Background: an optimization exercise with open tools, aiming at small area, a short achievable clock period and few clock cycles. Do not read the settings as production practice.
At most, simulation tests tie the RTL to the original design; equivalence was not proved.
Only the layout flow was run in run 5; the RTL was not checked for function there.
Power is estimated from default activity; no workload was simulated.

### flow/run.sh
#!/bin/bash
# synth_recipe.tcl (not shown) runs the flow's synth.tcl, then flattens the netlist and writes it again
# the make line also repeats each setting of config.mk as NAME=value (left out here)
make -C /OpenROAD-flow-scripts/flow DESIGN_CONFIG=/design/flow/config.mk WORK_HOME=/design/flow/orfs CLKGATE_MAP_FILE= SYNTH_SCRIPT=/design/flow/synth_recipe.tcl finish
### flow/config.mk
export PLATFORM = sky130hd
export DESIGN_NAME = geofence
export DESIGN_NICKNAME = geofence
export VERILOG_FILES = /design/flow/design.v
export SDC_FILE = /design/flow/constraint.sdc
export NUM_CORES = 4
export LEC_CHECK = 0
export CAP_MARGIN = 20
export CORE_MARGIN = 2
export CORE_UTILIZATION = 60
export CTS_BUF_LIST = sky130_fd_sc_hd__clkbuf_16
export CTS_CLUSTER_DIAMETER = 80
export CTS_CLUSTER_SIZE = 24
export PLACE_DENSITY = 0.75
export SETUP_SLACK_MARGIN = 4.5
export SLEW_MARGIN = 20
### flow/constraint.sdc
create_clock -name core_clock -period 8.0 [get_ports {clk}]
set_input_delay 1.6000 -clock core_clock [delete_from_list [all_inputs] [get_ports {clk}]]
set_output_delay 1.6000 -clock core_clock [all_outputs]
set_load 0.01 [all_outputs]
### flow/design.v
module geofence ( clk,reset,X,Y,valid,is_inside);
input clk;
input reset;
input [9:0] X;
input [9:0] Y;
output reg valid;
output reg is_inside;
reg [3:0] cnt;
reg [9:0] px, py;        
reg [21:0] q5;           
reg [29:0] q4;           
reg [21:0] q3, q2, q1, q0;   
reg [15:0] m;            
reg prep;                
reg pass;                
reg two;
reg [15:0] gi;           
reg [2:0] pcnt;          
reg [2:0] rp;            
reg [2:0] cu, cw;        
reg [2:0] pu, pw;        
reg have_u, have_w;
reg [3:0] bcnt;          
reg signed [10:0] ux, uy, wx, wy;
reg signed [12:0] acc, d;
reg neg;                 
reg done, res;           
function [10:0] sub10;
    input [9:0] a, b;
    reg [10:0] g, p, gn, pn;
    integer l, j;
    begin
        g = {a & ~b, 1'b1};
        p = {~(a ^ b), 1'b0};
        for (l = 1; l < 16; l = l * 2) begin
            for (j = 0; j < 11; j = j + 1) begin
                if (j >= l) begin
                    gn[j] = g[j] | (p[j] & g[j-l]);
                    pn[j] = p[j] & p[j-l];
                end else begin
                    gn[j] = g[j];
                    pn[j] = p[j];
                end
            end
            g = gn;
            p = pn;
        end
        sub10 = {~g[10], ~(a ^ b) ^ g[9:0]};
    end
endfunction
wire signed [10:0] dx = sub10(X, px);
wire signed [10:0] dy = sub10(Y, py);
function neg13;
    input [12:0] a, b;
    reg [11:0] g, p, gn, pn;
    integer l, j;
    begin
        g = a[11:0] & b[11:0];
        p = a[11:0] | b[11:0];
        for (l = 1; l < 12; l = l * 2) begin
            for (j = 0; j < 12; j = j + 1) begin
                if (j >= l) begin
                    gn[j] = g[j] | (p[j] & g[j-l]);
                    pn[j] = p[j] & p[j-l];
                end else begin
                    gn[j] = g[j];
                    pn[j] = p[j];
                end
            end
            g = gn;
            p = pn;
        end
        neg13 = a[12] ^ b[12] ^ g[11];
    end
endfunction
wire signed [10:0] vx = q5[21:11];
wire signed [10:0] vy = q5[10:0];
wire [12:0] x1 = {{2{vx[10]}}, vx};          
wire [12:0] y1 = {{2{vy[10]}}, vy};          
wire [12:0] x2 = {vx[10], vx, 1'b0};         
wire [12:0] y2 = {vy[10], vy, 1'b0};         
wire [7:0] b;
assign b[0] = ~vy[10];                       
assign b[1] = ~neg13(y2, ~x1);               
assign b[2] = ~neg13(y1, ~x1);               
assign b[3] = ~neg13(y1, ~x2);               
assign b[4] = vx[10];                        
assign b[5] = neg13(y1, x2);                 
assign b[6] = neg13(y1, x1);                 
assign b[7] = neg13(y2, x1);                 
function [15:0] onehot;
    input [7:0] c;
    integer n;
    begin
        for (n = 0; n < 7; n = n + 1) begin
            onehot[n] = c[n] & ~c[n+1];
            onehot[n+8] = ~c[n] & c[n+1];
        end
        onehot[7] = c[7] & c[0];
        onehot[15] = ~c[7] & ~c[0];
    end
endfunction
wire [15:0] h4 = onehot(q4[29:22]);
wire [15:0] h5 = onehot(b);
genvar k;
wire [15:0] z = ~m;
wire [31:0] zz = {z, z};
wire [15:0] r7, r8;
generate
    for (k = 0; k < 16; k = k + 1) begin : g_run
        assign r7[k] = &zz[k+6:k];
        assign r8[k] = &zz[k+7:k];
    end
endgenerate
wire [31:0] r8r = {r8, r8};
wire [31:0] r7r = {r7, r7};
wire [15:0] outv, ambv;
generate
    for (k = 0; k < 16; k = k + 1) begin : g_dec
        assign outv[k] = |r8r[k+8:k+1];
        assign ambv[k] = ~outv[k] & (|r7r[k+9:k+1]);
    end
endgenerate
wire out = |(h5 & outv);
wire amb = |(h5 & ambv);
wire lo = |r7[7:0];
wire [15:0] rs = lo ? {8'd0, r7[7:0]} : r7;
wire in_i = |(h4 & gi);
wire in_j = |(h4 & {gi[7:0], gi[15:8]});
wire signed [10:0] qx = q4[21:11];
wire signed [10:0] qy = q4[10:0];
wire mdone = (bcnt == 4'd12);
wire signed [12:0] ta = wy[0] ? ux : 11'sd0;
wire signed [12:0] tb = wx[0] ? uy : 11'sd0;
wire signed [12:0] sum = (bcnt == 4'd11) ? (acc - d) : (acc + d);
wire nonneg = ~neg;
wire slow = (cnt == 4'd8) & ~valid;
always @(posedge clk or posedge reset) begin
    if (reset) begin
        cnt <= 4'd0;
        valid <= 1'b0;
    end else begin
        if (cnt == 4'd7) begin
            cnt <= 4'd8;
            valid <= ~amb;
        end else if (cnt == 4'd8) begin
            if (valid) begin
                cnt <= 4'd0;
                valid <= 1'b0;
            end else if (done)
                valid <= 1'b1;
        end else
            cnt <= cnt + 4'd1;
    end
end
always @(posedge clk) begin
    if (cnt == 4'd0) begin
        px <= X;
        py <= Y;
    end
    q5 <= (cnt >= 4'd7) ? q0 : {dx, dy};
    q4 <= {b, q5};
    q3 <= q4[21:0];
    q2 <= q3; q1 <= q2; q0 <= q1;
    if (cnt == 4'd2)
        m <= h5;
    else if ((cnt >= 4'd3) & (cnt <= 4'd7))
        m <= m | h5;
    if (cnt == 4'd7)
        is_inside <= ~out;
    else if (done)
        is_inside <= res;
end
wire pend = ~prep & (pcnt == 3'd6) & mdone;
wire lastpair = (pu == cu - 3'd1) & (pw == cw - 3'd1);
always @(*) begin
    done = 1'b0;
    res = 1'b0;
    if (slow & pend) begin
        if (nonneg) begin
            done = ~(two & ~pass);
            res = 1'b1;
        end else
            done = lastpair;
    end
end
always @(posedge clk) begin
    d <= ta - tb;
    if ((bcnt == 4'd0) | (bcnt >= 4'd11))
        acc <= 13'sd0;
    else
        acc <= sum >>> 1;
end
always @(posedge clk) begin
    if (~slow) begin
        prep <= 1'b1;
        pass <= 1'b0;
        pcnt <= 3'd0;
        cu <= 3'd0;
        cw <= 3'd0;
        pu <= 3'd0;
        pw <= 3'd0;
        have_u <= 1'b0;
        have_w <= 1'b0;
        bcnt <= 4'd15;
    end else begin
        if (bcnt <= 4'd11) begin
            bcnt <= bcnt + 4'd1;
            wx <= wx >>> 1;
            wy <= wy >>> 1;
        end
        if (bcnt == 4'd11)
            neg <= sum[12];
        rp <= (rp == 3'd5) ? 3'd0 : rp + 3'd1;
        if (prep) begin
            rp <= 3'd0;
            gi <= {rs[0], rs[15:1]};
            two <= lo & (|r7[15:8]);
            prep <= 1'b0;
        end else begin
            if ((pcnt == 3'd7) & (rp == 3'd5))
                pcnt <= 3'd0;
            if (pcnt < 3'd6) begin
                pcnt <= pcnt + 3'd1;
                if (in_i) begin
                    if (cu == pu) begin
                        ux <= qx;
                        uy <= qy;
                        have_u <= 1'b1;
                    end
                    cu <= cu + 3'd1;
                end
                if (in_j) begin
                    if (cw == pw) begin
                        wx <= qx;
                        wy <= qy;
                        have_w <= 1'b1;
                    end
                    cw <= cw + 3'd1;
                end
            end
            if (have_u & have_w & (bcnt == 4'd15))
                bcnt <= 4'd0;
            if (pend) begin
                if (nonneg) begin
                    pass <= 1'b1;
                    gi <= {gi[7:0], gi[15:8]};
                    pu <= 3'd0;
                    pw <= 3'd0;
                end else if (pw == cw - 3'd1) begin
                    pu <= pu + 3'd1;
                    pw <= 3'd0;
                end else
                    pw <= pw + 3'd1;
                pcnt <= 3'd7;
                cu <= 3'd0;
                cw <= 3'd0;
                have_u <= 1'b0;
                have_w <= 1'b0;
                bcnt <= 4'd15;
            end
        end
    end
end
endmodule
==> summary.txt, run 1 <==
outcome complete, no violations; Synth Area per Inst 9.90 sq um; Final Hold Fails 0; Syn Std Cell Area 0.0137 sq mm; Peak VDD IR 0.279 mV; CP max stage cell clkdlybuf4s50_1; PortBufs 23; Initial DRC Count 903; clock-pin slew on the worst setup and hold paths 100 ps; first-pass iteration count of the detailed router 8; Worst EP required 8390 ps; worst-skew pair later-pin latency 510 ps; worst hold stages 0; crit start category input port; Syn Inst Count 1,385; routed len/inst 17.0 um; Top Ports 24; first-pass GRT wire length 46.7 mm; pin count of the biggest net entering global routing 43; die area 0.0241 sq mm; filler-free cell count of the finished design 1,666; highest routed layer met4; met3 WL 1.64 mm; fmax 291 MHz; power density over the cells 375 mW/mm^2; Synth cell types 93; TritonCTS clock tree done; Layout Area Growth over Synthesis 6.39%; Post-synth EDFFs 102; slew margin rel. 29.2%; crit path DAT 3830 ps; routed vias/inst 5.97; commonest non-fill, non-tap cells in the layout 185 x dfxtp_1, 132 x nand2_1, 118 x nor2_1; post-route ant nets 0; Placed Cells 1,635; worst-margin pin slew 1060 ps; Setup crit end kind register; max-slew violations 0; Tcrit/Tclk final 43.0%; htree depth 1; setup violators final 0; WS Path Type input port to register; grt total ovfl 0; vias 9,941; met1 wire length 13.3 mm; row cnt 55; Final #Nets 1,460; CTS Root Cell clkbuf_16; RSZ-0062 raised after global routing true; dpl hpwl 20.4 mm; hold-fix buffer count after cts 0; initial antenna violation count 0; most common cell after layout, fill and taps aside dfxtp_1; Post-synth ARST share 1.71%; Fin Clk Skew 35.8 ps; Synth Register Bits 293; Initial Util 60.9%; share of cells above drive strength 1 5.72%; DRC viols 0; CP peak stage delay 510 ps; Final Wtd Congestion 0.907; CTS Buf Count 17; sequential fraction of the synthesis area 50.4%; met2 routed WL 12.9 mm; crit path time final 3440 ps; Hold Crit Class register to register; Main synth FF type dfxtp_1; Post-Syn Nets 1,474; crit path cell chain clkdlybuf4s50_1 -> inv_1 -> ha_1 -> o21ai_1 -> a21boi_0 -> o21ai_1 -> a21oi_1 -> o21ai_0 -> nand2b_1 -> a31oi_4 -> xnor2_1 -> o21ai_0; Worst R2R Path Depth 9; Lkg Pwr 5.80 nW; setup TNS 0 ps; TritonCTS Sinks 293; max cap viols 0; diode count 0; number of global-route vias before repair 9,395; die width 155 um; synthesis warning total 1; core area 0.0225 sq mm; crit path max fanout 3; final WL 28.4 mm; Die H 155 um; GRT Total Usage 23.7%; worst-case clock buffer depth 3
## worst max-delay path: cells and delay by family
family,cells,cell delay (ps)
XOR/XNOR,1,130
AND/OR/NAND/NOR,1,140
buffers and inverters,2,570
adder cells (fa/ha/maj),1,300
AO/OA/AOI/OAI,7,1080
## final timing paths
| kind | endpoint | startpoint | slack [ps] |
|---|---|---|---|
| hold reg to reg | q1[10] | q2[10] | 310 |
| setup reg to reg | valid | q5[21] | 4730 |
| setup / recovery | q5[19] | X[0] | 4560 |
| hold / removal | q1[10] | q2[10] | 310 |
| max in group asynchronous | cnt[1] | reset | 6420 |
| min in group asynchronous | cnt[0] | reset | 1390 |
## logic make-up after synthesis
| group | count (synthesis) | synth area share (%) |
|---|---|---|
| xor gates and xnor gates | 45 | 3.01 |
| AOI/OAI and AO/OA | 361 | 17.4 |
| and+or+nand+nor | 403 | 14.2 |
| buffers and inverters | 173 | 5.48 |
| muxes | 36 | 2.67 |
| DFF | 293 | 50.4 |
| adders and majority gates | 74 | 6.75 |
## cells in the mapped netlist (5+ instances only)
cell | n | area, sq um
clkbuf_1 | 35 | 131
o31ai_1 | 17 | 128
a21o_1 | 14 | 105
o211ai_1 | 8 | 60.1
buf_6 | 5 | 56.3
nand3b_1 | 5 | 37.5
nand3_1 | 20 | 100
dfrtp_1 | 5 | 125
nor3b_1 | 9 | 67.6
dfxtp_1 | 186 | 3720
inv_2 | 7 | 26.3
nor2b_1 | 13 | 81.3
buf_4 | 10 | 75.1
or3_1 | 9 | 56.3
and3_1 | 8 | 50.1
nor2_1 | 118 | 443
a21boi_0 | 14 | 105
xnor2_1 | 26 | 228
mux2i_1 | 31 | 310
a211oi_1 | 15 | 113
nor4_1 | 8 | 50.1
o22ai_1 | 17 | 106
maj3_1 | 5 | 50.1
o21a_1 | 5 | 37.5
o21ai_0 | 97 | 485
a22oi_1 | 19 | 143
a31oi_1 | 15 | 93.8
edfxtp_1 | 102 | 3060
a22o_1 | 11 | 96.3
nor3_1 | 24 | 120
nand2_1 | 133 | 499
mux2_2 | 5 | 56.3
xor2_1 | 18 | 158
ha_1 | 65 | 813
buf_2 | 10 | 50.1
inv_1 | 101 | 379
a21oi_1 | 67 | 335
and2_1 | 15 | 93.8
nand2b_1 | 13 | 81.3
## sequential cells by signal, summed over array words and instances (netlist names), 11 cells and up
signal and count:
q5 22, q2 22, q0 22, uy 11, d 12, wy 11
gi 16, m 16, q1 22, acc 12, q3 22, wx 11
ux 11, q4 29
## what timing repair did
action / 4_1_cts / 5_1_grt
buffers inserted: 0 / 2
endpoints found under the setup margin: 29 / 37
pin swaps: 0 / 3
gates resized for setup: 7 / 24
## metal layers
layer | GRT usage (%) | vias to the layer above
met5 | 0 | -
met4 | 5.69 | 0
met3 | 2.95 | 49
met2 | 38.6 | 329
met1 | 34.1 | 4656
li1 | - | 4907
## final cells by class
cell class	count	area (sq um)
Clock buffer	17	425
Clock inverter	12	87.6
Fill cell	1722	7920
Inverter	108	409
Multi-Input combinational cell	919	6100
Sequential cell	293	6910
Tap cell	285	357
Timing Repair Buffer	32	298
## stage by stage
step                      utilization (%)  instance area, sq um  setup slack [ps]  hold WS (ps)  total power [W]
after global placement               62.3                 14000              3940           310          0.00445
after CTS                            64.6                 14500              4410           310          0.00541
after floorplan                         -                 13700              4570           310          0.00396
final                                64.8                 14600              4560           309          0.00546
after detailed placement             62.3                 14000              3710           312          0.00449
after global routing                 64.8                 14600              4420           316          0.00579
## where the power goes
group	switching (W)	internal [W]	leakage, nW
clock	0.000488	0.000403	0.277
combinational	0.00113	0.000761	2.97
sequential	0.000555	0.00213	2.55
total	0.00217	0.00329	5.80
Testbench counts, summed over its fixed seeds: cycles 7,195.
==> run 2: changes to the inputs <==
--- a/flow/config.mk
+++ b/flow/config.mk
@@ -7,3 +7,4 @@
 export LEC_CHECK = 0
-export CAP_MARGIN = 20
+export ABC_AREA = 1
+export CAP_MARGIN = 0
 export CORE_MARGIN = 2
@@ -14,3 +15,3 @@
 export PLACE_DENSITY = 0.75
-export SETUP_SLACK_MARGIN = 4.5
-export SLEW_MARGIN = 20
+export SETUP_SLACK_MARGIN = 5.0
+export SLEW_MARGIN = 0
==> run 2 against run 1 <==
Total power rose by 1.1%; worst setup slack improved by 540 ps; clock power fell by 0.7%; final cell count rose by 23%; hold slack improved by 19 ps; clock skew fell by 19 ps; non-clock buffer count rose by 5; via count rose by 11%; die area rose by 2.6%.
==> summary.txt, run 2 <==
most common cell after layout, fill and taps aside nand2_1 (was dfxtp_1); FF-to-FF End valid (unchanged); die area 0.0247 sq mm (was 0.0241 sq mm); Top Ports 24 (unchanged); Tcrit/Tclk final 36.3% (was 43.0%); row cnt 56 (was 55); Syn Inst Count 1,700 (was 1,385); worst-skew pair later-pin latency 500 ps (was 510 ps); Synth cell types 53 (was 93); worst-case clock buffer depth 3 (unchanged); Syn Std Cell Area 0.0141 sq mm (was 0.0137 sq mm); CTS Buf Count 17 (unchanged); max-slew violations 0 (unchanged); first-pass iteration count of the detailed router 6 (was 8); Initial DRC Count 1,026 (was 903); Worst EP required 8370 ps (was 8390 ps); crit path DAT 3270 ps (was 3830 ps); worst-margin pin slew 1150 ps (was 1060 ps); placed cell area 0.0146 sq mm (was 0.0140 sq mm); CP peak stage delay 280 ps (was 510 ps); Final Wtd Congestion 0.943 (was 0.907); CP max stage cell ha_4 (was clkdlybuf4s50_1); Post-Synth Simple-Gate Area 25.4% (was 14.2%); PortBufs 23 (unchanged); Post-synth ARST share 1.71% (unchanged); Synth Area per Inst 8.28 sq um (was 9.90 sq um); Worst R2R Path Depth 12 (was 9); CTS Root Cell clkbuf_16 (unchanged); Synth Register Bits 293 (unchanged); Setup crit end kind register (unchanged); Initial Util 60.5% (was 60.9%); max reg flops 29 (unchanged); setup slack, reg-to-reg 5200 ps (was 4730 ps); setup violators final 0 (unchanged); Post-synth EDFFs 102 (unchanged); setup TNS 0 ps (unchanged); core area 0.0233 sq mm (was 0.0225 sq mm); commonest non-fill, non-tap cells in the layout 401 x nand2_1, 189 x inv_1, 188 x nor2_1 (was 185 x dfxtp_1, 132 x nand2_1, 118 x nor2_1); Lkg Pwr 7.12 nW (was 5.80 nW); power density over the cells 361 mW/mm^2 (was 375 mW/mm^2); first-pass GRT wire length 50.3 mm (was 46.7 mm); number of global-route vias before repair 10,300 (was 9,395); htree depth 1 (unchanged); routed vias/inst 5.40 (was 5.97); pin count of the biggest net entering global routing 42 (was 43); top-count cell post-synth nand2_1 (was dfxtp_1); max cap viols 0 (unchanged); initial antenna violation count 0 (unchanged); worst hold stages 0 (unchanged); share of cells above drive strength 1 9.49% (was 5.72%); XOR/XNOR Fraction of Synth Area 3.17% (was 3.01%); Fin Clk Skew 17.1 ps (was 35.8 ps); Synth Area in Adders 6.06% (was 6.75%); Worst R2R Start q5[10] (was q5[21]); slew margin rel. 23.3% (was 29.2%); filler-free cell count of the finished design 2,047 (was 1,666); DP Worst Slack 4280 ps (was 3710 ps); hold-fix buffer count after cts 0 (unchanged); Synth area leader dfxtp_1 (unchanged); Final Hold Fails 0 (unchanged); synth cell count leaders 402 x nand2_1, 194 x nor2_1, 186 x dfxtp_1, 183 x inv_1, 102 x edfxtp_1 (was 186 x dfxtp_1, 133 x nand2_1, 118 x nor2_1, 102 x edfxtp_1, 101 x inv_1); final worst setup slack 5100 ps (was 4560 ps); sequential fraction of the synthesis area 49.1% (was 50.4%); synth top area cells dfxtp_1 26%, edfxtp_1 22%, nand2_1 11% (was dfxtp_1 27%, edfxtp_1 22%, ha_1 5.9%); crit path max fanout 4 (was 3); Final #Nets 1,807 (was 1,460); WHS 328 ps (was 309 ps); outcome complete, no violations (unchanged); Peak VDD IR 0.265 mV (was 0.279 mV); Die H 157 um (was 155 um); WS Path Type input port to register (unchanged); clock-pin slew on the worst setup and hold paths 90 ps (was 100 ps); DRC viols 0 (unchanged); dpl hpwl 22.6 mm (was 20.4 mm); RSZ-0062 raised after global routing true (unchanged); final WL 30.9 mm (was 28.4 mm); diode count 0 (unchanged); synthesis warning total 1 (unchanged); largest family of logic cells by synthesized area simple AND/OR/NAND/NOR gates (was compound AO/OA/AOI/OAI gates); compound-cell area share of the yosys netlist 9.13% (was 17.4%); Most flops, register q4 (unchanged); grt total ovfl 0 (unchanged); Worst Hold Path EP q2[7] (was q1[10]); top-area cell type share of the netlist area 26.5% (was 27.2%); crit start category input port (unchanged); HP Start q3[7] (was q2[10]); multiplexer area fraction after synthesis 0% (was 2.67%); Placed Cells 2,008 (was 1,635); TritonCTS clock tree done (unchanged); fmax 345 MHz (was 291 MHz); TritonCTS Sinks 293 (unchanged); crit path time final 2900 ps (was 3440 ps); Main synth FF type dfxtp_1 (unchanged); Layout Area Growth over Synthesis 8.78% (was 6.39%); Post-Syn Nets 1,789 (was 1,474); die width 157 um (was 155 um); routed len/inst 15.1 um (was 17.0 um); vias 11,100 (was 9,941); post-route ant nets 0 (unchanged); GRT Total Usage 25.5% (was 23.7%); Hold Crit Class register to register (unchanged); Design Area, Final 0.0153 sq mm (was 0.0146 sq mm); crit path cell chain dlygate4sd2_1 -> ha_4 -> a21oi_1 -> inv_1 -> a31oi_4 -> o21ai_2 -> a21oi_1 -> nor2_1 -> nor2_1 -> xor2_1 -> o21ai_0 (was clkdlybuf4s50_1 -> inv_1 -> ha_1 -> o21ai_1 -> a21boi_0 -> o21ai_1 -> a21oi_1 -> o21ai_0 -> nand2b_1 -> a31oi_4 -> xnor2_1 -> o21ai_0)
-- run 2: cell types whose count changed in the layout (fill, tap and decap cells not counted), sizes merged, moves of 19 or more --
| cell | delta |
|---|---|
| nand2 | +291 |
| nor2 | +99 |
| nand4 | +22 |
| inv | +101 |
| mux2i | -31 |
| nand3 | +85 |
| a22oi | -19 |
-- run 2: layer usage --
layer | global-route usage, % | vias to the layer above | part of all wire, %
li1 | - | 5606 | -
met1 | 36.3 | 5068 | 47
met2 | 40.6 | 316 | 45
met3 | 3.77 | 62 | 6.0
met4 | 7.53 | 0 | 2.8
met5 | 0 | - | 0
-- run 2: kinds of logic after synthesis --
family / after synthesis
DFF: 293
and+or+nand+nor: 818
xor gates and xnor gates: 51
adders and majority gates: 67
buffers and inverters: 248
AOI/OAI and AO/OA: 223
-- run 2: report_power, final --
part / internal, W / switching [W] / leakage, nW
clock network: 0.000402 / 0.000483 / 0.266
registers: 0.00212 / 0.000451 / 2.54
logic: 0.000676 / 0.00139 / 4.31
-- run 2: per-stage QoR --
| step | power [W] | util, % |
|---|---|---|
| floorplan | 0.00397 | - |
| global placement | 0.00452 | 62.8 |
| detailed placement | 0.00458 | 62.8 |
| CTS | 0.00549 | 65.2 |
| global route | 0.00591 | 65.8 |
| finish | 0.00552 | 65.8 |
-- run 2: repair_timing --
action / CTS / global route
pin swaps: 6 / 8
setup buffers: 5 / 4
setup endpoints to repair: 41 / 38
endpoints found under the hold margin: 0 / 0
gates resized for setup: 21 / 27
cloned: 1 / 0
-- run 2: how the worst max path moves through the flow --
stage	start	to	cells after the start
2_1_floorplan	X[1]	q5[20]	10
6_report	X[4]	q5[20]	11
3_3_place_gp	X[0]	q5[21]	13
5_1_grt	X[2]	q5[20]	11
3_5_place_dp	X[2]	q5[20]	11
4_1_cts	bcnt[1]	neg	13
-- run 2: worst max-delay path: cells and delay by family --
family	cells	cell delay [ps]
compound gates	5	710
buf+inv	2	370
fa+ha+maj	1	280
xor+xnor	1	140
simple gates	2	160
-- run 2: layout make-up --
class / instances / area, sq um
Clock buffer: 17 / 425
Timing Repair Buffer: 37 / 329
Fill cell: 1981 / 7960
Inverter: 209 / 787
Sequential cell: 293 / 6920
Multi-Input combinational cell: 1160 / 6370
Clock inverter: 12 / 77.6
Tap cell: 319 / 399
==> run 3: changes to the inputs <==
--- a/flow/config.mk
+++ b/flow/config.mk
@@ -7,6 +7,5 @@
 export LEC_CHECK = 0
-export ABC_AREA = 1
-export CAP_MARGIN = 0
+export CAP_MARGIN = 20
 export CORE_MARGIN = 2
-export CORE_UTILIZATION = 60
+export CORE_UTILIZATION = 70
 export CTS_BUF_LIST = sky130_fd_sc_hd__clkbuf_16
@@ -14,4 +13,4 @@
 export CTS_CLUSTER_SIZE = 24
-export PLACE_DENSITY = 0.75
+export PLACE_DENSITY = 0.85
 export SETUP_SLACK_MARGIN = 5.0
-export SLEW_MARGIN = 0
+export SLEW_MARGIN = 20
==> run 3 against run 2 <==
Register-to-register slack got worse by 170 ps; non-clock buffer count grew 24; largest power group unchanged; combinational power rose by 5%; final cell count fell by 18%; first-iteration DRC count increased by 29%; critical endpoint is now neg; maximum frequency fell by 2.4%; die area fell by 16%; worst setup slack got worse by 71 ps; sequential power rose by 5%; global-route usage grew 4.5 points; sequential cell count did not move.
==> summary.txt, run 3 <==
outcome complete, no violations (unchanged); fmax 337 MHz (was 345 MHz); Peak VDD IR 0.303 mV (was 0.265 mV); worst-skew pair later-pin latency 510 ps (was 500 ps); Synth area leader dfxtp_1 (unchanged); diode count 0 (unchanged); Syn Inst Count 1,385 (was 1,700); Worst Path Buf+Inv 1 (was 2); Syn Std Cell Area 0.0137 sq mm (was 0.0141 sq mm); row cnt 51 (was 56); pin count of the biggest net entering global routing 43 (was 42); Die H 144 um (was 157 um); sequential fraction of the synthesis area 50.4% (was 49.1%); Final #Nets 1,490 (was 1,807); htree depth 1 (unchanged); Pwr Total 0.00577 W (was 0.00552 W); die area 0.0207 sq mm (was 0.0247 sq mm); die width 144 um (was 157 um); crit start category register (was input port); crit path time final 2970 ps (was 2900 ps); synthesis warning total 1 (unchanged); WS Path Type register to register (was input port to register); hold-fix buffer count after cts 0 (unchanged); CP peak stage delay 380 ps (was 280 ps); Hold Crit Class register to register (unchanged); final WL 31.9 mm (was 30.9 mm); Synth cell types 93 (was 53); initial antenna violation count 1 (was 0); power density over the cells 382 mW/mm^2 (was 361 mW/mm^2); Top Ports 24 (unchanged); RSZ-0062 raised after global routing true (unchanged); TritonCTS Sinks 293 (unchanged); crit path cell chain ha_4 -> inv_2 -> nor2_4 -> and2_4 -> nor2_1 -> xnor2_1 -> ha_1 -> nor2b_4 -> o21ai_2 -> a21boi_2 -> o21ai_1 -> nand2b_1 -> a21o_1 -> a311o_1 -> nand3_1 -> nand2_1 (was dlygate4sd2_1 -> ha_4 -> a21oi_1 -> inv_1 -> a31oi_4 -> o21ai_2 -> a21oi_1 -> nor2_1 -> nor2_1 -> xor2_1 -> o21ai_0); grt total ovfl 0 (unchanged); number of global-route vias before repair 9,796 (was 10,300); first-pass GRT wire length 48.7 mm (was 50.3 mm); DRC viols 0 (unchanged); TritonCTS clock tree done (unchanged); synth cell count leaders 186 x dfxtp_1, 133 x nand2_1, 118 x nor2_1, 102 x edfxtp_1, 101 x inv_1 (was 402 x nand2_1, 194 x nor2_1, 186 x dfxtp_1, 183 x inv_1, 102 x edfxtp_1); max-slew violations 0 (unchanged); clock-pin slew on the worst setup and hold paths 90 ps (about the same); Synth Area per Inst 9.90 sq um (was 8.28 sq um); Multi-input gate area 0.00641 sq mm (was 0.00637 sq mm); Main synth FF type dfxtp_1 (unchanged); top-area cell type share of the netlist area 27.2% (was 26.5%); Layout Area Growth over Synthesis 10.3% (was 8.78%); Worst EP required 8270 ps (was 8370 ps); post-route ant nets 0 (unchanged); CTS Root Cell clkbuf_16 (unchanged); Post-Syn Nets 1,474 (was 1,789); Final Wtd Congestion 0.928 (was 0.943); worst-margin pin slew 1100 ps (was 1150 ps); CP max stage cell a311o_1 (was ha_4); top-count cell post-synth dfxtp_1 (was nand2_1); max cap viols 0 (unchanged); most common cell after layout, fill and taps aside dfxtp_1 (was nand2_1); max reg flops 29 (unchanged); crit path max fanout 3 (was 4); Initial DRC Count 1,326 (was 1,026); Synth Register Bits 293 (unchanged); slew margin rel. 26.4% (was 23.3%); worst-case clock buffer depth 3 (unchanged); CTS Buf Count 17 (unchanged); Final Hold Fails 0 (unchanged); Storage cell area 0.00692 sq mm (about the same); Fin Clk Skew 22.9 ps (was 17.1 ps); share of cells above drive strength 1 11.9% (was 9.49%); routed len/inst 19.0 um (was 15.1 um); Setup crit end kind register (unchanged); Post-synth EDFFs 102 (unchanged); PortBufs 23 (unchanged); Lkg Pwr 6.00 nW (was 7.12 nW); GRT Total Usage 30.0% (was 25.5%); Most flops, register q4 (unchanged); Post-synth ARST share 1.71% (unchanged); FILL cells 1,197 (was 1,981); CP delay by family, top compound AO/OA/AOI/OAI gates (unchanged); vias 10,600 (was 11,100); crit path DAT 3240 ps (was 3270 ps); dpl hpwl 21.2 mm (was 22.6 mm); routed vias/inst 6.32 (was 5.40); commonest non-fill, non-tap cells in the layout 182 x dfxtp_1, 132 x nand2_1, 117 x nor2_1 (was 401 x nand2_1, 189 x inv_1, 188 x nor2_1); setup TNS 0 ps (unchanged); setup violators final 0 (unchanged); Tcrit/Tclk final 37.1% (was 36.3%); core area 0.0193 sq mm (was 0.0233 sq mm); Initial Util 70.9% (was 60.5%); synth top area cells dfxtp_1 27%, edfxtp_1 22%, ha_1 5.9% (was dfxtp_1 26%, edfxtp_1 22%, nand2_1 11%); first-pass iteration count of the detailed router 5 (was 6)
## run 3: cells by family after synthesis
group,share of synthesized area (%)
XOR/XNOR,3.01
AO/OA/AOI/OAI,17.4
AND/OR/NAND/NOR,14.2
multiplexers,2.67
flip-flops,50.4
buffers and inverters,5.48
adder cells (fa/ha/maj),6.75
## run 3: cell type report
type                    count  share of cell area, %
clock buffers              18                   2.98
inverters                 108                   2.76
repair inverters            1                 0.0331
multi-input cells         919                   42.4
flip-flops and latches    293                   45.8
well taps                 265                   2.19
repair buffers             61                   3.37
clock inverters            12                  0.513
## run 3: report_power, final
group | total (W) | leakage, nW | internal, W | switching (W)
logic | 0.00217 | 3.16 | 0.000904 | 0.00127
clock network | 0.000909 | 0.281 | 0.000422 | 0.000488
registers | 0.00269 | 2.55 | 0.00213 | 0.000558
total | 0.00577 | 6.00 | 0.00346 | 0.00231
## run 3: worst register-to-register path: stages (launching register included)
cell,delay [ps]
dfxtp_2,370
ha_4,150
inv_2,50
nor2_4,100
and2_4,170
nor2_1,50
xnor2_1,120
ha_1,350
nor2b_4,150
o21ai_2,150
a21boi_2,80
o21ai_1,110
nand2b_1,100
a21o_1,240
a311o_1,380
nand3_1,100
nand2_1,70
## run 3: per-layer routing
layer / routed length [um] / global-route usage [%]
met2: 15100 / 49.4
met4: 1100 / 10.8
met1: 13000 / 40.5
met5: 0 / 0
met3: 2620 / 4.53
## run 3: stage by stage
stage               instance area (sq um)  hold slack (ps)  utilization [%]  std cells  worst slack, ps
global placement                    14000              310             72.6       1615             4260
floorplan                           13800              310                -       1385             4900
detailed placement                  14000              312             72.6       1615             4140
global route                        15100              329             78.2       1677             4930
finish                              15100              320             78.2       1677             5030
CTS                                 14800              324             76.4       1659             5000
## run 3: final timing paths
| check | start | endpoint | slack [ps] | depth (start not counted) |
|---|---|---|---|---|
| max in group asynchronous | reset | valid | 6420 | 2 |
| min reg2reg | q1[16] | q0[16] | 320 | 0 |
| min | q1[16] | q0[16] | 320 | 0 |
| max reg2reg | bcnt[1] | neg | 5030 | 16 |
| max | bcnt[1] | neg | 5030 | 16 |
| min in group asynchronous | reset | valid | 1370 | 2 |
## run 3: timing repair
item,4_1_cts,5_1_grt
resized for setup,35,55
gates cloned,1,0
buffers inserted,13,18
pin swaps,17,27
endpoints found under the setup margin,54,57
==> run 4: changes to the inputs <==
--- a/flow/config.mk
+++ b/flow/config.mk
@@ -9,7 +9,5 @@
 export CORE_MARGIN = 2
-export CORE_UTILIZATION = 70
-export CTS_BUF_LIST = sky130_fd_sc_hd__clkbuf_16
-export CTS_CLUSTER_DIAMETER = 80
-export CTS_CLUSTER_SIZE = 24
-export PLACE_DENSITY = 0.85
+export CORE_UTILIZATION = 40
+export CTS_BUF_LIST = sky130_fd_sc_hd__clkbuf_8
+export CTS_CLUSTER_SIZE = 30
 export SETUP_SLACK_MARGIN = 5.0
==> run 4 against run 3 <==
Clock-buffer cell count grew 41; total power increased by 6.5%; global-route usage down 12 points; sequential cell count unchanged; largest cell class unchanged; final cell count increased by 16%; critical path type unchanged; clock skew grew 4.6 ps; critical path depth unchanged; sequential power about the same.
==> summary.txt, run 4 <==
outcome complete, no violations (unchanged); routed vias/inst 5.31 (was 6.32); final WL 31.3 mm (was 31.9 mm); max cap viols 0 (unchanged); CTS Root Cell clkbuf_8 (was clkbuf_16); CTS Buf Count 49 (was 17); die width 189 um (was 144 um); first-pass iteration count of the detailed router 5 (unchanged); TritonCTS clock tree done (unchanged); synthesis warning total 1 (unchanged); diode count 0 (unchanged); Top Ports 24 (unchanged); hold-fix buffer count after cts 0 (unchanged); commonest non-fill, non-tap cells in the layout 179 x dfxtp_1, 132 x nand2_1, 115 x nor2_1 (was 182 x dfxtp_1, 132 x nand2_1, 117 x nor2_1); slew margin rel. 35.9% (was 26.4%); TritonCTS Sinks 293 (unchanged); setup TNS 0 ps (unchanged); initial antenna violation count 0 (was 1); max-slew violations 0 (unchanged); GRT Total Usage 17.6% (was 30.0%); sequential fraction of the synthesis area 50.4% (unchanged); Placed Cells 1,800 (was 1,615); Lkg Pwr 6.35 nW (was 6.00 nW); setup slack, reg-to-reg 5070 ps (was 5030 ps); synth cell count leaders 186 x dfxtp_1, 133 x nand2_1, 118 x nor2_1, 102 x edfxtp_1, 101 x inv_1 (unchanged); Storage cell area 0.00692 sq mm (about the same); Final Wtd Congestion 0.909 (was 0.928); Post-synth ARST share 1.71% (unchanged); Hold Crit Class register to register (unchanged); clock-pin slew on the worst setup and hold paths 70 ps (was 90 ps); filler-free cell count of the finished design 1,938 (was 1,677); first-pass GRT wire length 50.4 mm (was 48.7 mm); Initial Util 40.8% (was 70.9%); DRC viols 0 (unchanged); Initial DRC Count 803 (was 1,326); htree depth 2 (was 1); Internal 0.00374 W (was 0.00346 W); Post-synth EDFFs 102 (unchanged); worst-case clock buffer depth 3 (unchanged); die area 0.0358 sq mm (was 0.0207 sq mm); placed cell area 0.0143 sq mm (was 0.0140 sq mm); routed len/inst 16.1 um (was 19.0 um); Layout Area Growth over Synthesis 16.0% (was 10.3%); Fin Clk Skew 27.4 ps (was 22.9 ps); Synth Register Bits 293 (unchanged); Pwr Total 0.00614 W (was 0.00577 W); Net Switching 0.00240 W (was 0.00231 W); Clk pwr share 21.9% (was 15.8%); share of cells above drive strength 1 15.8% (was 11.9%); Multi-input gate area 0.00633 sq mm (was 0.00641 sq mm); setup violators final 0 (unchanged); crit path max fanout 3 (unchanged); RSZ-0062 raised after global routing true (unchanged); top-count cell post-synth dfxtp_1 (unchanged); max reg flops 29 (unchanged); Post-Syn Nets 1,474 (unchanged); Design Area, Final 0.0159 sq mm (was 0.0151 sq mm); FILL cells 3,097 (was 1,197); Syn Std Cell Area 0.0137 sq mm (unchanged); vias 10,300 (was 10,600); Setup crit end kind register (unchanged); switching portion of total power 39.1% (was 40.1%); grt total ovfl 0 (unchanged); Flop pwr share 43.5% (was 46.6%); most common cell after layout, fill and taps aside dfxtp_1 (unchanged); row cnt 67 (was 51); Die H 189 um (was 144 um); Syn Inst Count 1,385 (unchanged); number of global-route vias before repair 9,772 (was 9,796); final core utilization 47.3% (was 78.2%); core area 0.0336 sq mm (was 0.0193 sq mm); Worst EP required 8360 ps (was 8270 ps); crit path time final 2930 ps (was 2970 ps); Most flops, register q4 (unchanged); crit start category register (unchanged); fmax 341 MHz (was 337 MHz); crit path DAT 3300 ps (was 3240 ps); Tcrit/Tclk final 36.7% (was 37.1%); WS Path Type register to register (unchanged); Main synth FF type dfxtp_1 (unchanged); dpl hpwl 21.4 mm (was 21.2 mm); worst-skew pair later-pin latency 620 ps (was 510 ps); PortBufs 23 (unchanged); pin count of the biggest net entering global routing 43 (unchanged); Synth area leader dfxtp_1 (unchanged); post-route ant nets 0 (unchanged); Final Hold Fails 0 (unchanged); synth top area cells dfxtp_1 27%, edfxtp_1 22%, ha_1 5.9% (unchanged); Synth cell types 93 (unchanged); combinational fraction of design power 34.6% (was 37.6%); worst-margin pin slew 954 ps (was 1100 ps); power density over the cells 386 mW/mm^2 (was 382 mW/mm^2); Synth Area per Inst 9.90 sq um (unchanged); Peak VDD IR 0.272 mV (was 0.303 mV); Final #Nets 1,538 (was 1,490); top-area cell type share of the netlist area 27.2% (unchanged)
[run 4: logic make-up (layout without fill, tap and decap cells)]
kind of cell    after synthesis  in the layout  synth area share, %
simple gates                403            403                 14.2
compound gates              361            361                 17.4
flops                       293            293                 50.4
buf+inv                     173            278                 5.48
fa+ha+maj                    74             74                 6.75
xor+xnor                     45             45                 3.01
mux                          36             36                 2.67
[run 4: cell type report]
| type | count | area share [%] |
|---|---|---|
| Clock buffer | 59 | 5.11 |
| Timing Repair Buffer | 77 | 4.00 |
| Clock inverter | 33 | 1.32 |
| Tap cell | 448 | 3.53 |
| Multi-Input combinational cell | 919 | 39.8 |
| Inverter | 108 | 2.64 |
| Sequential cell | 293 | 43.6 |
| Timing Repair inverter | 1 | 0.0315 |
[run 4: worst paths after layout]
check | startpoint | end | depth (start not counted)
max | bcnt[1] | neg | 16
min | q1[18] | q0[18] | 0
max reg2reg | bcnt[1] | neg | 16
min reg2reg | q1[18] | q0[18] | 0
max in group asynchronous | reset | valid | 2
min in group asynchronous | reset | cnt[1] | 2
[run 4: repair_timing]
| item | 4_1_cts | 5_1_grt |
|---|---|---|
| setup buffers | 16 | 29 |
| cloned | 1 | 0 |
| resized for setup | 29 | 45 |
| setup endpoints to repair | 51 | 65 |
| pin swaps | 18 | 23 |
[run 4: power by group through the flow]
stage | sequential, W | combinational, W | clock [W]
2_1_floorplan | 0.00233 | 0.00164 | 0
3_3_place_gp | 0.00270 | 0.00182 | 0
3_5_place_dp | 0.00271 | 0.00182 | 0
4_1_cts | 0.00267 | 0.00195 | 0.00139
5_1_grt | 0.00274 | 0.00234 | 0.00146
6_report | 0.00267 | 0.00212 | 0.00134
[run 4: metal layers]
layer	vias to the layer above	routed length [um]	track usage, %
met5	-	0	0
met4	0	792	7.15
met3	63	1640	3.30
met2	280	14100	27.3
met1	4835	14800	24.2
li1	5104	-	-
[run 4: per-stage QoR]
stage | setup WS, ps | hold WS [ps]
global route | 4870 | 314
detailed placement | 4170 | 312
CTS | 5000 | 310
floorplan | 4900 | 310
global placement | 4170 | 310
finish | 5070 | 316
[run 4: worst max-delay path: stages (launching register included)]
cell and delay [ps]:
dfxtp_2 360, ha_4 160, inv_4 40, nor2_4 100
and2_4 170, nor2_2 50, xnor2_2 130, ha_1 330
nor2b_4 140, o21ai_2 160, a21boi_2 80, o21ai_1 130
nand2b_1 90, a21o_1 190, a311o_1 390, nand3_2 100
nand2_1 60
==> run 5: changes to the inputs <==
--- a/flow/design.v
+++ b/flow/design.v
@@ -16,3 +16,3 @@
 reg two;
-reg [15:0] gi;           
+reg [3:0] ri;            
 reg [2:0] pcnt;          
@@ -102,2 +102,11 @@
 endfunction
+function [3:0] encode;
+    input [15:0] h;
+    begin
+        encode[0] = h[1] | h[3] | h[5] | h[7] | h[9] | h[11] | h[13] | h[15];
+        encode[1] = h[2] | h[3] | h[6] | h[7] | h[10] | h[11] | h[14] | h[15];
+        encode[2] = h[4] | h[5] | h[6] | h[7] | h[12] | h[13] | h[14] | h[15];
+        encode[3] = |h[15:8];
+    end
+endfunction
 wire [15:0] h4 = onehot(q4[29:22]);
@@ -127,4 +136,4 @@
 wire [15:0] rs = lo ? {8'd0, r7[7:0]} : r7;
-wire in_i = |(h4 & gi);
-wire in_j = |(h4 & {gi[7:0], gi[15:8]});
+wire in_i = h4[ri];
+wire in_j = h4[{~ri[3], ri[2:0]}];
 wire signed [10:0] qx = q4[21:11];
@@ -216,3 +225,3 @@
             rp <= 3'd0;
-            gi <= {rs[0], rs[15:1]};
+            ri <= encode({rs[0], rs[15:1]});
             two <= lo & (|r7[15:8]);
@@ -246,3 +255,3 @@
                     pass <= 1'b1;
-                    gi <= {gi[7:0], gi[15:8]};
+                    ri[3] <= ~ri[3];
                     pu <= 3'd0;
--- a/flow/config.mk
+++ b/flow/config.mk
@@ -7,7 +7,10 @@
 export LEC_CHECK = 0
+export ABC_AREA = 1
 export CAP_MARGIN = 20
 export CORE_MARGIN = 2
-export CORE_UTILIZATION = 40
-export CTS_BUF_LIST = sky130_fd_sc_hd__clkbuf_8
-export CTS_CLUSTER_SIZE = 30
+export CORE_UTILIZATION = 60
+export CTS_BUF_LIST = sky130_fd_sc_hd__clkbuf_16
+export CTS_CLUSTER_DIAMETER = 80
+export CTS_CLUSTER_SIZE = 24
+export PLACE_DENSITY = 0.75
 export SETUP_SLACK_MARGIN = 5.0
==> run 5 against run 4 <==
Still clean; total power decreased by 11%; critical path depth decreased by 5; clock skew increased by 14 ps; hold slack got worse by 9.6 ps; highest routed layer unchanged.
==> summary.txt, run 5 <==
htree depth 1 (was 2); crit start category input port (was register); Lkg Pwr 6.98 nW (was 6.35 nW); pin count of the biggest net entering global routing 42 (was 43); placed cell area 0.0140 sq mm (was 0.0143 sq mm); Worst Hold Path EP q1[16] (was q0[18]); row cnt 55 (was 67); sequential fraction of the synthesis area 48.3% (was 50.4%); Initial DRC Count 867 (was 803); Synth area leader dfxtp_1 (unchanged); GRT Total Usage 26.0% (was 17.6%); CTS Buf Count 17 (was 49); synthesis warning total 1 (unchanged); Placed Cells 1,933 (was 1,800); worst-margin pin slew 832 ps (was 954 ps); CP startpoint X[3] (was bcnt[1]); routed len/inst 15.3 um (was 16.1 um); initial antenna violation count 0 (unchanged); final WL 30.2 mm (was 31.3 mm); Syn Std Cell Area 0.0136 sq mm (was 0.0137 sq mm); Hold Crit Class register to register (unchanged); filler-free cell count of the finished design 1,973 (was 1,938); worst-skew pair later-pin latency 510 ps (was 620 ps); Post-synth ARST share 1.78% (was 1.71%); Syn Inst Count 1,655 (was 1,385); final worst setup slack 5070 ps (about the same); CP peak stage delay 490 ps (was 390 ps); crit path DAT 3280 ps (was 3300 ps); Synth cell types 50 (was 93); Design Area, Final 0.0148 sq mm (was 0.0159 sq mm); Setup crit end kind register (unchanged); die width 154 um (was 189 um); PortBufs 23 (unchanged); slew margin rel. 44.3% (was 35.9%); top-count cell post-synth nand2_1 (was dfxtp_1); Post-synth EDFFs 90 (was 102); Peak VDD IR 0.323 mV (was 0.272 mV); synth top area cells dfxtp_1 27%, edfxtp_1 20%, nand2_1 11% (was dfxtp_1 27%, edfxtp_1 22%, ha_1 5.9%); most common cell after layout, fill and taps aside nand2_1 (was dfxtp_1); crit path cell chain clkdlybuf4s50_1 -> ha_4 -> a21oi_1 -> inv_1 -> a31oi_4 -> o21ai_2 -> a21oi_1 -> nor2_1 -> nor2_1 -> xor2_1 -> o21ai_0 (was ha_4 -> inv_4 -> nor2_4 -> and2_4 -> nor2_2 -> xnor2_2 -> ha_1 -> nor2b_4 -> o21ai_2 -> a21boi_2 -> o21ai_1 -> nand2b_1 -> a21o_1 -> a311o_1 -> nand3_2 -> nand2_1); diode count 0 (unchanged); crit path time final 2930 ps (about the same); Worst R2R Start bcnt[0] (was bcnt[1]); top-area cell type share of the netlist area 27.5% (was 27.2%); synth cell count leaders 390 x nand2_1, 193 x inv_1, 186 x dfxtp_1, 184 x nor2_1, 97 x nand3_1 (was 186 x dfxtp_1, 133 x nand2_1, 118 x nor2_1, 102 x edfxtp_1, 101 x inv_1); Tcrit/Tclk final 36.7% (about the same); setup slack, reg-to-reg 5220 ps (was 5070 ps); Fin Clk Skew 41.5 ps (was 27.4 ps); dpl hpwl 22.6 mm (was 21.4 mm); Final Hold Fails 0 (unchanged); CTS Root Cell clkbuf_16 (was clkbuf_8); Initial Util 60.5% (was 40.8%); number of global-route vias before repair 10,200 (was 9,772); post-route ant nets 0 (unchanged); crit path max fanout 2 (was 3); DRC viols 0 (unchanged); max cap viols 0 (unchanged); setup violators final 0 (unchanged); FF-to-FF End acc[10] (was neg); clock-pin slew on the worst setup and hold paths 90 ps (was 70 ps); Main synth FF type dfxtp_1 (unchanged); first-pass GRT wire length 50.2 mm (was 50.4 mm); worst-case clock buffer depth 3 (unchanged); CP max stage cell clkdlybuf4s50_1 (was a311o_1); routed vias/inst 5.46 (was 5.31); Layout Area Growth over Synthesis 9.26% (was 16.0%); Synth Register Bits 281 (was 293); first-pass iteration count of the detailed router 5 (unchanged); Most flops, register q4 (unchanged); RSZ-0062 raised after global routing true (unchanged); DP Worst Slack 4260 ps (was 4170 ps); WS Path Type input port to register (was register to register); TritonCTS Sinks 281 (was 293); hold-fix buffer count after cts 0 (unchanged); worst hold stages 0 (unchanged); outcome complete, no violations (unchanged); power density over the cells 367 mW/mm^2 (was 386 mW/mm^2); Worst EP required 8350 ps (was 8360 ps); HP Start q2[16] (was q1[18]); share of cells above drive strength 1 9.42% (was 15.8%); fmax 341 MHz (about the same); Final Wtd Congestion 0.931 (was 0.909); commonest non-fill, non-tap cells in the layout 388 x nand2_1, 195 x inv_1, 184 x dfxtp_1 (was 179 x dfxtp_1, 132 x nand2_1, 115 x nor2_1); TritonCTS clock tree done (unchanged); die area 0.0238 sq mm (was 0.0358 sq mm); Die H 154 um (was 189 um); core area 0.0224 sq mm (was 0.0336 sq mm); grt total ovfl 0 (unchanged); final core utilization 66.1% (was 47.3%); Final #Nets 1,766 (was 1,538); Top Ports 24 (unchanged); max-slew violations 0 (unchanged); setup TNS 0 ps (unchanged); max reg flops 29 (unchanged); vias 10,800 (was 10,300); Worst R2R Path Depth 15 (was 16); Post-Syn Nets 1,744 (was 1,474); Synth Area per Inst 8.20 sq um (was 9.90 sq um)
run 5: cell count changes after synthesis, sizes merged, moves of 16 or more:
cell    before  now
xor2        18   34
nand2      134  408
inv        108  212
a22oi       19    0
nor2       120  208
clkbuf      37   11
nand3       20   99
mux2i       31    0
a31oi       15   33
run 5: worst max-delay path by stage:
stage,end,depth (start not counted)
CTS,q5[20],11
global route,acc[10],15
detailed placement,q5[8],10
floorplan,q5[20],10
global placement,q5[10],12
finish,q5[20],11
run 5: cell type report:
type                       count  area (sq um)
tap                          285           357
timing repair inverter         1          5.00
fill                        1908          7610
multi-input combinational   1129          6270
timing repair buffer          35           312
sequential                   281          6560
inverter                     212           807
clock inverter                13          92.6
clock buffer                  17           425
run 5: power by group:
group	leakage [nW]	switching, W	internal (W)	total, W
logic	4.28	0.00144	0.000665	0.00210
clock network	0.273	0.000474	0.000405	0.000879
registers	2.43	0.000413	0.00205	0.00246
run 5: cell families after synthesis:
group	Yosys count	synth area share, %
adder cells (fa/ha/maj)	67	6.29
AO/OA/AOI/OAI	239	10.0
flip-flops	281	48.3
buffers and inverters	246	7.46
AND/OR/NAND/NOR	768	24.4
XOR/XNOR	54	3.49
run 5: through the flow:
step           hold WS [ps]  power, W
5_1_grt                 324   0.00584
4_1_cts                 307   0.00539
6_report                307   0.00544
3_5_place_dp            312   0.00448
2_1_floorplan           310   0.00386
3_3_place_gp            310   0.00442
run 5: worst max-delay path, delay by kind of cell:
family,cells,cell delay (ps)
AOI/OAI and AO/OA,5,620
buffers and inverters,2,570
adders and majority gates,1,200
and+or+nand+nor,2,150
xor gates and xnor gates,1,140
run 5: per-layer routing:
metal | global-route usage, % | part of all wire, % | vias up
met5 | 0 | 0 | -
met4 | 5.56 | 1.9 | 0
met3 | 2.63 | 5.5 | 42
met2 | 43.9 | 46 | 269
met1 | 36.7 | 47 | 5005
li1 | - | - | 5458
run 5: repair_timing:
item,in CTS,in global routing
endpoints found under the setup margin,53,12
setup buffers,4,4
pin swaps,11,6
gates resized for setup,29,24
cloned,2,0
==> run 6: changes to the inputs <==
--- a/flow/design.v
+++ b/flow/design.v
@@ -24,3 +24,3 @@
 reg signed [10:0] ux, uy, wx, wy;
-reg signed [12:0] acc, d;
+reg signed [11:0] acc, d;
 reg neg;                 
@@ -141,4 +141,4 @@
 wire mdone = (bcnt == 4'd12);
-wire signed [12:0] ta = wy[0] ? ux : 11'sd0;
-wire signed [12:0] tb = wx[0] ? uy : 11'sd0;
+wire signed [11:0] ta = wy[0] ? ux : 11'sd0;
+wire signed [11:0] tb = wx[0] ? uy : 11'sd0;
 wire signed [12:0] sum = (bcnt == 4'd11) ? (acc - d) : (acc + d);
@@ -198,3 +198,3 @@
     if ((bcnt == 4'd0) | (bcnt >= 4'd11))
-        acc <= 13'sd0;
+        acc <= 12'sd0;
     else
==> run 6 against run 5 <==
Clock skew stayed put; non-clock buffer count stayed put; highest routed layer unchanged; still clean on timing, DRC and antenna; sequential share of layout area stayed put; combinational power hardly changed; global-route usage stayed put; via count stayed put; critical path depth stayed put; final cell count stayed put; sequential cell count stayed put; first-iteration DRC count stayed put.
==> summary.txt, run 6 <==
crit start category input port (unchanged); Post-Syn Nets 1,744 (unchanged); top-area cell type share of the netlist area 27.5% (unchanged); hold-fix buffer count after cts 0 (unchanged); Synth cell types 50 (unchanged); max-slew violations 0 (unchanged); GRT Total Usage 26.0% (unchanged); Peak VDD IR 0.323 mV (unchanged); CP peak stage delay 490 ps (about the same); die width 154 um (unchanged); TritonCTS Sinks 281 (unchanged); Main synth FF type dfxtp_1 (unchanged); post-route ant nets 0 (unchanged); Initial Util 60.5% (unchanged); htree depth 1 (unchanged); DRC viols 0 (unchanged); CTS Root Cell clkbuf_16 (unchanged); PortBufs 23 (unchanged); routed vias/inst 5.46 (unchanged); max cap viols 0 (unchanged); Worst Path Buf+Inv 2 (unchanged); setup TNS 0 ps (unchanged); final worst setup slack 5070 ps (unchanged); Lkg Pwr 6.98 nW (unchanged); fmax 341 MHz (unchanged); WS Path Type input port to register (unchanged); vias 10,800 (unchanged); Layout Area Growth over Synthesis 9.26% (unchanged); grt total ovfl 0 (unchanged); Post-synth ARST share 1.78% (unchanged); routed len/inst 15.3 um (unchanged); share of cells above drive strength 1 9.42% (unchanged); outcome complete, no violations (unchanged); Die H 154 um (unchanged); row cnt 55 (unchanged); Synth area leader dfxtp_1 (unchanged); crit path DAT 3280 ps (about the same); Syn Inst Count 1,655 (unchanged); synth top area cells dfxtp_1 27%, edfxtp_1 20%, nand2_1 11% (unchanged); Post-synth EDFFs 90 (unchanged); DP Worst Slack 4260 ps (unchanged); Synth Register Bits 281 (unchanged); sequential fraction of the synthesis area 48.3% (unchanged); Fin Clk Skew 41.5 ps (unchanged); WHS 307 ps (unchanged); TritonCTS clock tree done (unchanged); Most flops, register q4 (unchanged); power density over the cells 367 mW/mm^2 (unchanged); CP delay by family, top compound AO/OA/AOI/OAI gates (unchanged); worst-skew pair later-pin latency 510 ps (about the same); diode count 0 (unchanged); final core utilization 66.1% (unchanged); slew margin rel. 44.3% (unchanged); clock-pin slew on the worst setup and hold paths 90 ps (about the same); number of global-route vias before repair 10,200 (unchanged); Final Hold Fails 0 (unchanged); crit path max fanout 2 (unchanged); Tcrit/Tclk final 36.7% (unchanged); crit path time final 2930 ps (unchanged); crit path cell chain clkdlybuf4s50_1 -> ha_4 -> a21oi_1 -> inv_1 -> a31oi_4 -> o21ai_2 -> a21oi_1 -> nor2_1 -> nor2_1 -> xor2_1 -> o21ai_0 (unchanged); synthesis warning total 1 (unchanged); Syn Std Cell Area 0.0136 sq mm (unchanged); core area 0.0224 sq mm (unchanged); worst-case clock buffer depth 3 (unchanged); initial antenna violation count 0 (unchanged); max reg flops 29 (unchanged); CP max stage cell clkdlybuf4s50_1 (unchanged); first-pass iteration count of the detailed router 5 (unchanged); setup slack, reg-to-reg 5220 ps (about the same); setup violators final 0 (unchanged); synth cell count leaders 390 x nand2_1, 193 x inv_1, 186 x dfxtp_1, 184 x nor2_1, 97 x nand3_1 (unchanged); Final Wtd Congestion 0.931 (unchanged); Synth Area per Inst 8.20 sq um (unchanged); worst-margin pin slew 832 ps (unchanged); RSZ-0062 raised after global routing true (unchanged); final WL 30.2 mm (unchanged); Final #Nets 1,766 (unchanged); filler-free cell count of the finished design 1,973 (unchanged); dpl hpwl 22.6 mm (unchanged); Setup crit end kind register (unchanged); Placed Cells 1,933 (unchanged); Worst EP required 8350 ps (about the same); most common cell after layout, fill and taps aside nand2_1 (unchanged); top-count cell post-synth nand2_1 (unchanged); CTS Buf Count 17 (unchanged); first-pass GRT wire length 50.2 mm (unchanged); pin count of the biggest net entering global routing 42 (unchanged); Hold Crit Class register to register (unchanged); commonest non-fill, non-tap cells in the layout 388 x nand2_1, 195 x inv_1, 184 x dfxtp_1 (unchanged); die area 0.0238 sq mm (unchanged); Top Ports 24 (unchanged); Initial DRC Count 867 (unchanged)
run 6: cell counts after synthesis:
No cell type changed its count.
run 6: what timing repair did:
| item | 4_1_cts | 5_1_grt |
|---|---|---|
| pin swaps | 11 | 6 |
| setup buffers | 4 | 4 |
| setup endpoints to repair | 53 | 12 |
| gates cloned | 2 | 0 |
| endpoints found under the hold margin | 0 | 0 |
| resized for setup | 29 | 24 |
run 6: layer usage:
layer	routed length [um]	vias up	global-route usage (%)
li1	-	5458	-
met1	14100	5005	36.7
met2	13900	269	43.9
met3	1650	42	2.63
met4	582	0	5.56
met5	0	-	0
run 6: worst register-to-register path: stages, from the launching register on:
cell and delay, ps:
dfxtp_1 320, ha_1 200, nand2_1 120, nor2_4 90
or2_2 290, xor2_1 150, ha_1 350, nand2_1 80
o21ai_2 210, a31oi_2 150, o21ai_2 200, a21boi_2 90
o21ai_0 190, xor2_1 160, inv_1 50, nor2_1 70
run 6: power breakdown:
group          leakage (nW)  switching (W)  internal, W
Clock                 0.273       0.000474     0.000405
Combinational          4.28        0.00144     0.000665
Sequential             2.43       0.000413      0.00205
Total                  6.98        0.00232      0.00312
run 6: cell families after synthesis:
group                      after synthesis  synth area share, %
AOI/OAI and AO/OA                      239                 10.0
xor gates and xnor gates                54                 3.49
adders and majority gates               67                 6.29
buffers and inverters                  246                 7.46
DFF                                    281                 48.3
and+or+nand+nor                        768                 24.4
run 6: cell type report:
type / instances / area [sq um]
clock inverter: 13 / 92.6
sequential: 281 / 6560
inverter: 212 / 807
multi-input combinational: 1129 / 6270
timing repair inverter: 1 / 5.00
timing repair buffer: 35 / 312
tap: 285 / 357
clock buffer: 17 / 425
fill: 1908 / 7610
run 6: stage by stage:
step | power, W | area (sq um)
5_1_grt | 0.00584 | 14800
3_3_place_gp | 0.00442 | 14000
4_1_cts | 0.00539 | 14700
2_1_floorplan | 0.00386 | 13600
6_report | 0.00544 | 14800
3_5_place_dp | 0.00448 | 14000
run 6: worst paths after layout:
path | depth (start not counted) | start | to
min in group asynchronous | 2 | reset | cnt[2]
max in group asynchronous | 2 | reset | valid
setup reg to reg | 15 | bcnt[0] | acc[10]
hold / removal | 0 | q2[16] | q1[16]
hold reg to reg | 0 | q2[16] | q1[16]
setup / recovery | 11 | X[3] | q5[20]
Testbench counts of run 6, summed over its fixed seeds: cycles 7,195.
==> run 7: changes to the inputs <==
--- a/flow/config.mk
+++ b/flow/config.mk
@@ -14,2 +14,3 @@
 export CTS_CLUSTER_SIZE = 24
+export GPL_ROUTABILITY_DRIVEN = 0
 export PLACE_DENSITY = 0.75
==> run 7 against run 6 <==
Non-clock buffer count fell by 1; area after synthesis did not move; die area did not move; via count rose by 0.44%; largest power group unchanged.
==> summary.txt, run 7 <==
outcome complete, no violations (unchanged); Worst R2R Path Depth 10 (was 15); Syn Std Cell Area 0.0136 sq mm (unchanged); Final Hold Fails 0 (unchanged); Post-Syn Nets 1,744 (unchanged); Syn Inst Count 1,655 (unchanged); routed len/inst 14.7 um (was 15.3 um); post-route ant nets 0 (unchanged); first-pass GRT wire length 47.5 mm (was 50.2 mm); Worst R2R Start q5[10] (was bcnt[0]); sequential fraction of the synthesis area 48.3% (unchanged); synth cell count leaders 390 x nand2_1, 193 x inv_1, 186 x dfxtp_1, 184 x nor2_1, 97 x nand3_1 (unchanged); DRC viols 0 (unchanged); Fin Clk Skew 12.6 ps (was 41.5 ps); final WL 28.9 mm (was 30.2 mm); crit path max fanout 4 (was 2); Peak VDD IR 0.295 mV (was 0.323 mV); top-area cell type share of the netlist area 27.5% (unchanged); commonest non-fill, non-tap cells in the layout 388 x nand2_1, 195 x inv_1, 185 x dfxtp_1 (was 388 x nand2_1, 195 x inv_1, 184 x dfxtp_1); CTS Root Cell clkbuf_16 (unchanged); Synth cell types 50 (unchanged); PortBufs 23 (unchanged); setup TNS 0 ps (unchanged); top-count cell post-synth nand2_1 (unchanged); number of global-route vias before repair 10,100 (was 10,200); Post-synth EDFFs 90 (unchanged); Main synth FF type dfxtp_1 (unchanged); RSZ-0062 raised after global routing true (unchanged); XOR/XNOR Fraction of Synth Area 3.49% (unchanged); crit start category input port (unchanged); hold-fix buffer count after cts 0 (unchanged); Layout Area Growth over Synthesis 8.85% (was 9.26%); GRT Total Usage 24.2% (was 26.0%); initial antenna violation count 0 (unchanged); Top Ports 24 (unchanged); grt total ovfl 0 (unchanged); Die H 154 um (unchanged); Post-synth ARST share 1.78% (unchanged); synthesis warning total 1 (unchanged); worst hold stages 0 (unchanged); core area 0.0224 sq mm (unchanged); Post-Synth Simple-Gate Area 24.4% (unchanged); FF-to-FF End is_inside (was acc[10]); HP Start q1[3] (was q2[16]); Most flops, register q4 (unchanged); crit path time final 2950 ps (was 2930 ps); routed vias/inst 5.50 (was 5.46); power density over the cells 364 mW/mm^2 (was 367 mW/mm^2); WHS 331 ps (was 307 ps); Hold Crit Class register to register (unchanged); Final #Nets 1,764 (was 1,766); Synth Area per Inst 8.20 sq um (unchanged); Initial DRC Count 875 (was 867); Synth Register Bits 281 (unchanged); TritonCTS clock tree done (unchanged); multiplexer area fraction after synthesis 0% (unchanged); htree depth 1 (unchanged); TritonCTS Sinks 281 (unchanged); Synth area leader dfxtp_1 (unchanged); clock-pin slew on the worst setup and hold paths 90 ps (about the same); Initial Util 60.5% (unchanged); row cnt 55 (unchanged); Pwr Total 0.00538 W (was 0.00544 W); Tcrit/Tclk final 36.8% (was 36.7%); crit path DAT 3320 ps (was 3280 ps); Worst Hold Path EP q0[3] (was q1[16]); die width 154 um (unchanged); max reg flops 29 (unchanged); synth top area cells dfxtp_1 27%, edfxtp_1 20%, nand2_1 11% (unchanged); Setup crit end kind register (unchanged); diode count 0 (unchanged); first-pass iteration count of the detailed router 5 (unchanged); Placed Cells 1,933 (unchanged); worst-case clock buffer depth 3 (unchanged); slew margin rel. 46.6% (was 44.3%); WS Path Type input port to register (unchanged); dpl hpwl 21.2 mm (was 22.6 mm); Worst EP required 8370 ps (was 8350 ps); pin count of the biggest net entering global routing 42 (unchanged); die area 0.0238 sq mm (unchanged); setup slack, reg-to-reg 5120 ps (was 5220 ps); share of cells above drive strength 1 9.03% (was 9.42%); FILL cells 1,866 (was 1,908); CP startpoint X[3] (unchanged); filler-free cell count of the finished design 1,969 (was 1,973); max cap viols 0 (unchanged); max-slew violations 0 (unchanged); Lkg Pwr 6.93 nW (was 6.98 nW); fmax 339 MHz (was 341 MHz); CTS Buf Count 16 (was 17); largest family of logic cells by synthesized area simple AND/OR/NAND/NOR gates (unchanged); setup violators final 0 (unchanged); most common cell after layout, fill and taps aside nand2_1 (unchanged); worst-skew pair later-pin latency 490 ps (was 510 ps); compound-cell area share of the yosys netlist 10.0% (unchanged); vias 10,800 (about the same); worst-margin pin slew 798 ps (was 832 ps); Synth Area in Adders 6.29% (unchanged)
## run 7: worst max-delay path by stage
stage	cells after the start	slack (ps)	endpoint
after global routing	17	4900	acc[10]
after CTS	11	5010	q5[20]
final	8	5050	q5[17]
after floorplan	10	4970	q5[20]
after global placement	11	4340	q5[9]
after detailed placement	11	4240	q5[9]
## run 7: what timing repair did
item,4_1_cts,5_1_grt
gates cloned,2,0
pin swaps,9,7
setup buffers,6,1
endpoints found under the setup margin,48,15
resized for setup,27,19
## run 7: worst max-delay path, cell delays in order
cell and delay (ps):
clkdlybuf4s50_1 490, ha_2 320, a21oi_2 150, o21ai_2 90, a31oi_2 240, buf_4 150, xor2_1 170, o21ai_0 100
## run 7: cell families after synthesis
kind of cell,count (synthesis)
fa+ha+maj,67
simple gates,768
xor+xnor,54
flops,281
buf+inv,246
compound gates,239
## run 7: report_power, final
part | total [W] | internal (W) | switching [W]
Clock | 0.000865 | 0.000413 | 0.000452
Sequential | 0.00246 | 0.00205 | 0.000410
Combinational | 0.00205 | 0.000659 | 0.00140
## run 7: metrics by stage
step	util [%]	instance area [sq um]	worst slack, ps
floorplan	-	13600	4970
global placement	62.6	14000	4340
detailed placement	62.6	14000	4240
CTS	65.5	14700	5010
global route	65.8	14800	4900
finish	65.8	14800	5050
## run 7: metal layers
layer,part of all wire (%),up-vias,GRT usage [%]
met3,5.9,64,2.89
li1,-,5432,-
met4,2.8,0,7.58
met1,45,4979,33.0
met2,46,346,40.6
met5,0,-,0
## run 7: layout make-up
class                           count  area, sq um  share of cell area [%]
Timing Repair inverter              1         5.00                  0.0339
Inverter                          212          805                    5.45
Clock inverter                      9         52.6                   0.356
Sequential cell                   281         6550                    44.4
Timing Repair Buffer               34          304                    2.06
Multi-Input combinational cell   1129         6240                    42.2
Clock buffer                       18          450                    3.05
Tap cell                          285          357                    2.42

-- re-timing with driven ports --
How much do the figures lean on ideal ports? The routed layouts below were timed once more, with nothing changed but the port constraints.
Step 1 (the two cells are an assumption about what drives the block):
set clk [get_ports {clk}]
set_driving_cell -lib_cell sky130_fd_sc_hd__clkbuf_16 $clk
set_driving_cell -lib_cell sky130_fd_sc_hd__buf_2 [delete_from_list [all_inputs] $clk]
Step 2 adds t to the input delays and takes it off the output delays; t is the mean of the earliest and latest rising clock arrival at the registers after step 1. Input paths then give back, and output paths get back, about the clock's delay inside the block.
Three values: ideal, step 1, step 2; two values: the first two.
run | t, ns | setup WS [ns] | worst hold slack (ns) | latest minus earliest clock arrival (ns) | cell pins on the clock port's net
run 1 | 0.542 | 4.558 / 4.585 / 4.043 | 0.309 / 0.309 / 0.309 | 0.041 / 0.040 | 1
run 2 | 0.540 | 5.100 / 5.132 / 4.592 | 0.328 / 0.328 / 0.328 | 0.018 / 0.018 | 1
run 3 | 0.550 | 5.029 / 5.029 / 4.537 | 0.320 / 0.320 / 0.320 | 0.024 / 0.024 | 1
run 4 | 0.657 | 5.066 / 5.030 / 4.475 | 0.316 / 0.316 / 0.316 | 0.027 / 0.028 | 1
run 5 | 0.542 | 5.065 / 5.092 / 4.550 | 0.307 / 0.307 / 0.307 | 0.043 / 0.043 | 1
run 6 | 0.542 | 5.065 / 5.092 / 4.550 | 0.307 / 0.307 / 0.307 | 0.043 / 0.043 | 1
run 7 | 0.528 | 5.052 / 5.075 / 4.546 | 0.331 / 0.331 / 0.331 | 0.019 / 0.019 | 1
After both steps setup and hold are still met in every run listed. The setup slack of run 4, which loses most, moves by -0.036 ns with the drivers and by -0.591 ns with both steps.
